This is an optimization exercise on Yosys and OpenROAD, whose aim is small area and a short achievable clock period, not a production implementation. Only simulation tests tie the RTL to the original design; equivalence was not proved.

## iq_comp
module iq_comp (
	input clk, RESETn,
	input freeze_iqcomp,
	input [1:0] op_mode,
	input [3:0] Ix, Qx,
	input signed [12:0] Wr_in, Wj_in,
	output reg signed [3:0] Iy, Qy,
	output wire settled,
	output reg signed [12:0] Wr, Wj
);
For scale: ~34 flip-flops, roughly 0.0070 mm^2 of cells after synthesis.
clock: 8.0 ns
lec_check: 0
cap_margin: 20
core_margin: 2
core_utilization: 40
cts_buf_list: sky130_fd_sc_hd__clkbuf_8
setup_slack_margin: 2.0
slew_margin: 20
synth_hierarchical: 1
synth_minimum_keep_size: 0
tns_end_percent: 25
standard.sh (not shown) runs the stock make flow with config.mk's settings and CLKGATE_MAP_FILE= SYNTH_SCRIPT=/design/flow/synth_recipe.tcl, a recipe that flattens the netlist after the stock synthesis.
==> flow/flow/run.sh <==
#!/bin/bash
# Layout flow: the standard flow, with two changes:
#  - synthesis maps the RTL's leaf modules to the cells given in
#    flow/cells_map.v (via ORFS's SYNTH_CANONICALIZE_TCL hook);
#  - port buffers are buf_2 cells.
set -euo pipefail
here=$(pwd)
export SYNTH_CANONICALIZE_TCL="$here/flow/canon.tcl"
export BUFFER_PORTS_ARGS="-buffer_cell sky130_fd_sc_hd__buf_1"
bash standard.sh > "$here/standard.log" 2>&1
Other scripts of this flow, unchanged in this note and not shown: flow/flow/canon.tcl, flow/flow/cells_map.v, flow/flow/leaf_modules.txt
Edit:
Settings changed: CORE_UTILIZATION 40 to 65, TNS_END_PERCENT 25 to default.
Non-clock buffer count grows by 4.
Global-route usage grows by 13 points.
Edit:
Settings changed: CORE_UTILIZATION 65 to 40, SETUP_SLACK_MARGIN 2.0 to 1.75.
=>
- design area stays flat
- first-iteration DRC count shrinks by 34%
- core utilization decreases by 29 points
- critical path depth goes down by 1
- flip-flop and latch count does not change
- worst hold slack gains 0.034 ns
- maximum frequency fell by 1.5%
- via count goes down by 5.3%

========
Setup of run 1:
Another version of the RTL of iq_comp (not shown whole).
For scale: about 780 cells after synthesis, ~6900 sq um of cells after synthesis.
Settings: LEC_CHECK=0, CAP_MARGIN=20, CORE_MARGIN=2, CORE_UTILIZATION=40, CTS_BUF_LIST=sky130_fd_sc_hd__clkbuf_8, SETUP_SLACK_MARGIN=2.0, SLEW_MARGIN=20, SYNTH_HIERARCHICAL=1, SYNTH_MINIMUM_KEEP_SIZE=0; clock period 8.0 ns.
Scripts as last shown in full above: flow/flow/run.sh
Other scripts of this flow, unchanged in this note and not shown: flow/flow/canon.tcl, flow/flow/cells_map.v, flow/flow/leaf_modules.txt
Input changes introduced in run 2 (baseline for comparison: run 1):
Settings: removing CTS_BUF_LIST (formerly sky130_fd_sc_hd__clkbuf_8).
--- a/flow/flow/run.sh
+++ b/flow/flow/run.sh
@@ -9 +9 @@
-export BUFFER_PORTS_ARGS="-buffer_cell sky130_fd_sc_hd__buf_1"
+export BUFFER_PORTS_ARGS="-buffer_cell sky130_fd_sc_hd__buf_2"
[summary]
In run 2 the ratio of final minimum period to clock period turned out 1.2 points lower than in run 1.
Net total in the final layout delta (run 1 -> run 2): insignificant
Per the comparison of run 2 with run 1, layout buffering overhead excluding clock cells went up by 1.2 points; synthesis-to-layout area growth increased by 2.2 points relative to the old numbers; total wirelength of the detailed-routed design lower.
| cell count | run 2 vs run 1 | ≈ equal |
When run 2 is set beside run 1, its number of logic stages on the critical path including buffering turns out to be 1 larger.
### run 2 -> run 3
Settings: SETUP_SLACK_MARGIN now 2.5, was 2.0; CTS_BUF_LIST now sky130_fd_sc_hd__clkbuf_8, previously not set.
--- a/flow/flow/run.sh
+++ b/flow/flow/run.sh
@@ -9 +9 @@
-export BUFFER_PORTS_ARGS="-buffer_cell sky130_fd_sc_hd__buf_2"
+export BUFFER_PORTS_ARGS="-buffer_cell sky130_fd_sc_hd__buf_1"
Findings:
The higher global-route usage over all layers of run 3 and run 2 is in run 3. Summary of run 3 over run 2: maximum frequency has increased, post-layout utilization of the core picked up an extra 2.6 points, cell area increased by 450 sq um relative to the old numbers, placed wire-length estimate now smaller.

========
== build 92 ==
iq_comp, a different RTL version from the one above (not shown whole).
Size: about 790 cells after synthesis, about 34 flip-flops, roughly 74 I/O pins, about 7000 µm² of cells after synthesis.
Design iq_comp, start of the top module:
module iq_comp (
	input clk, RESETn,
	input freeze_iqcomp,
	input [1:0] op_mode,
	input [3:0] Ix, Qx,
	input signed [12:0] Wr_in, Wj_in,
	output reg signed [3:0] Iy, Qy,
	output wire settled,
	output reg signed [12:0] Wr, Wj
);
clock: 8.0 ns
lec_check: 0
cap_margin: 20
core_margin: 2
core_utilization: 40
cts_buf_list: sky130_fd_sc_hd__clkbuf_8
place_density: 0.7
setup_slack_margin: 2.5
slew_margin: 20
synth_hierarchical: 1
synth_minimum_keep_size: 0
==> flow/flow/run.sh <==
#!/bin/bash
# Layout flow: the standard flow, with two changes:
#  - synthesis maps the RTL's leaf modules to the cells given in
#    flow/cells_map.v (via ORFS's SYNTH_CANONICALIZE_TCL hook);
#  - port buffers are buf_1 cells.
set -euo pipefail
here=$(pwd)
export SYNTH_CANONICALIZE_TCL="$here/flow/canon.tcl"
export BUFFER_PORTS_ARGS="-buffer_cell sky130_fd_sc_hd__buf_1"
bash standard.sh > "$here/standard.log" 2>&1
Other scripts of this flow, unchanged in this note and not shown: flow/flow/canon.tcl, flow/flow/cells_map.v, flow/flow/leaf_modules.txt
diff inputs: build 92 => build 60
- PLACE_DENSITY: 0.7 -> unset
- CORE_UTILIZATION: 40 -> 50
--- outcome ---
Build 60 ended with every stage complete and zero timing, DRC or antenna violations.
Build 92 fits on a die that is larger than the die of build 60.
Critical path's largest stage delay, build 92 and build 60, higher one = build 60.
Between build 92 and build 60, transition at the pin with the smallest max-transition slack is lower for build 60, build 92 comes in above that.
Going from build 92 to build 60, worst slew margin relative to its limit went up; setup slack after layout went down; worst slack on hold paths went up; final design area excluding fillers did not really move.
What build 35 does differently from build 60 at the input level:
- a change of CORE_UTILIZATION from 50 to 40
- a change of SETUP_SLACK_MARGIN from 2.5 to 2.6
Findings:
Delta (build 35 minus build 60): critical path depth fell 1, worst setup slack rose 0.071 ns, share of cell area taken by multi-input logic gates about even.
Looking at non-clock buffer count, build 35 sits 2.4% below build 60.
Per the comparison of build 35 with build 60, total die area increased 3600 µm², detailed-routing iteration count for the pre-antenna-repair pass now smaller.
Against build 60, number of vias per cell in build 35 fell by a little under 10%.
| global-route wire length before repair | higher: build 60 |
[inputs] build 53 vs build 35
- a change of SETUP_SLACK_MARGIN from 2.6 to 2.5
Results
Share of the cycle needed by the critical path after routing: build 53 higher than build 35
Changes observed in build 53 relative to build 35: number of filler instances in the final layout went up, count of cells along the worst hold path held steady.

-- what the ideal ports hide --
How much do the figures lean on ideal ports? The routed layouts below were timed once more, with nothing changed but the port constraints. Step 1 assumes that a clkbuf_16 drives the clock port and a buf_2 every other input. Step 2, shift: input delay + t, output delay - t, t = (earliest + latest rising clock arrival at the registers) / 2. This alone moves slack from input paths to output paths. Three values: ideal ports, drivers, drivers and shift; two values: the first two.
run | t, ns | slack for setup (ns) | worst setup path at the end | cell pins on the clock port's net
the first run of note 1 | 0.353 | 2.313 / 2.319 / 1.966 | input to register | 1
the second run of note 1 | 0.324 | 2.204 / 2.219 / 1.896 | input to register | 1
the third run of note 1 | 0.353 | 2.114 / 2.121 / 1.767 | input to register | 1
run 1 | 0.340 | 2.176 / 2.178 / 1.838 | input to register | 1
run 2 | 0.320 | 2.276 / 2.290 / 1.970 | input to register | 1
run 3 | 0.332 | 2.472 / 2.461 / 2.129 | input to register | 1
build 92 | 0.329 | 2.676 / 2.684 / 2.356 | input to register | 1
build 60 | 0.348 | 2.669 / 2.679 / 2.331 | input to register | 1
build 35 | 0.327 | 2.740 / 2.706 / 2.380 | input to register | 1
build 53 | 0.326 | 2.700 / 2.680 / 2.354 | input to register | 1
After both steps setup and hold are still met in every run listed. For build 35, which loses most, drivers alone change the setup slack by -0.034 ns; drivers and shift together by -0.360 ns.
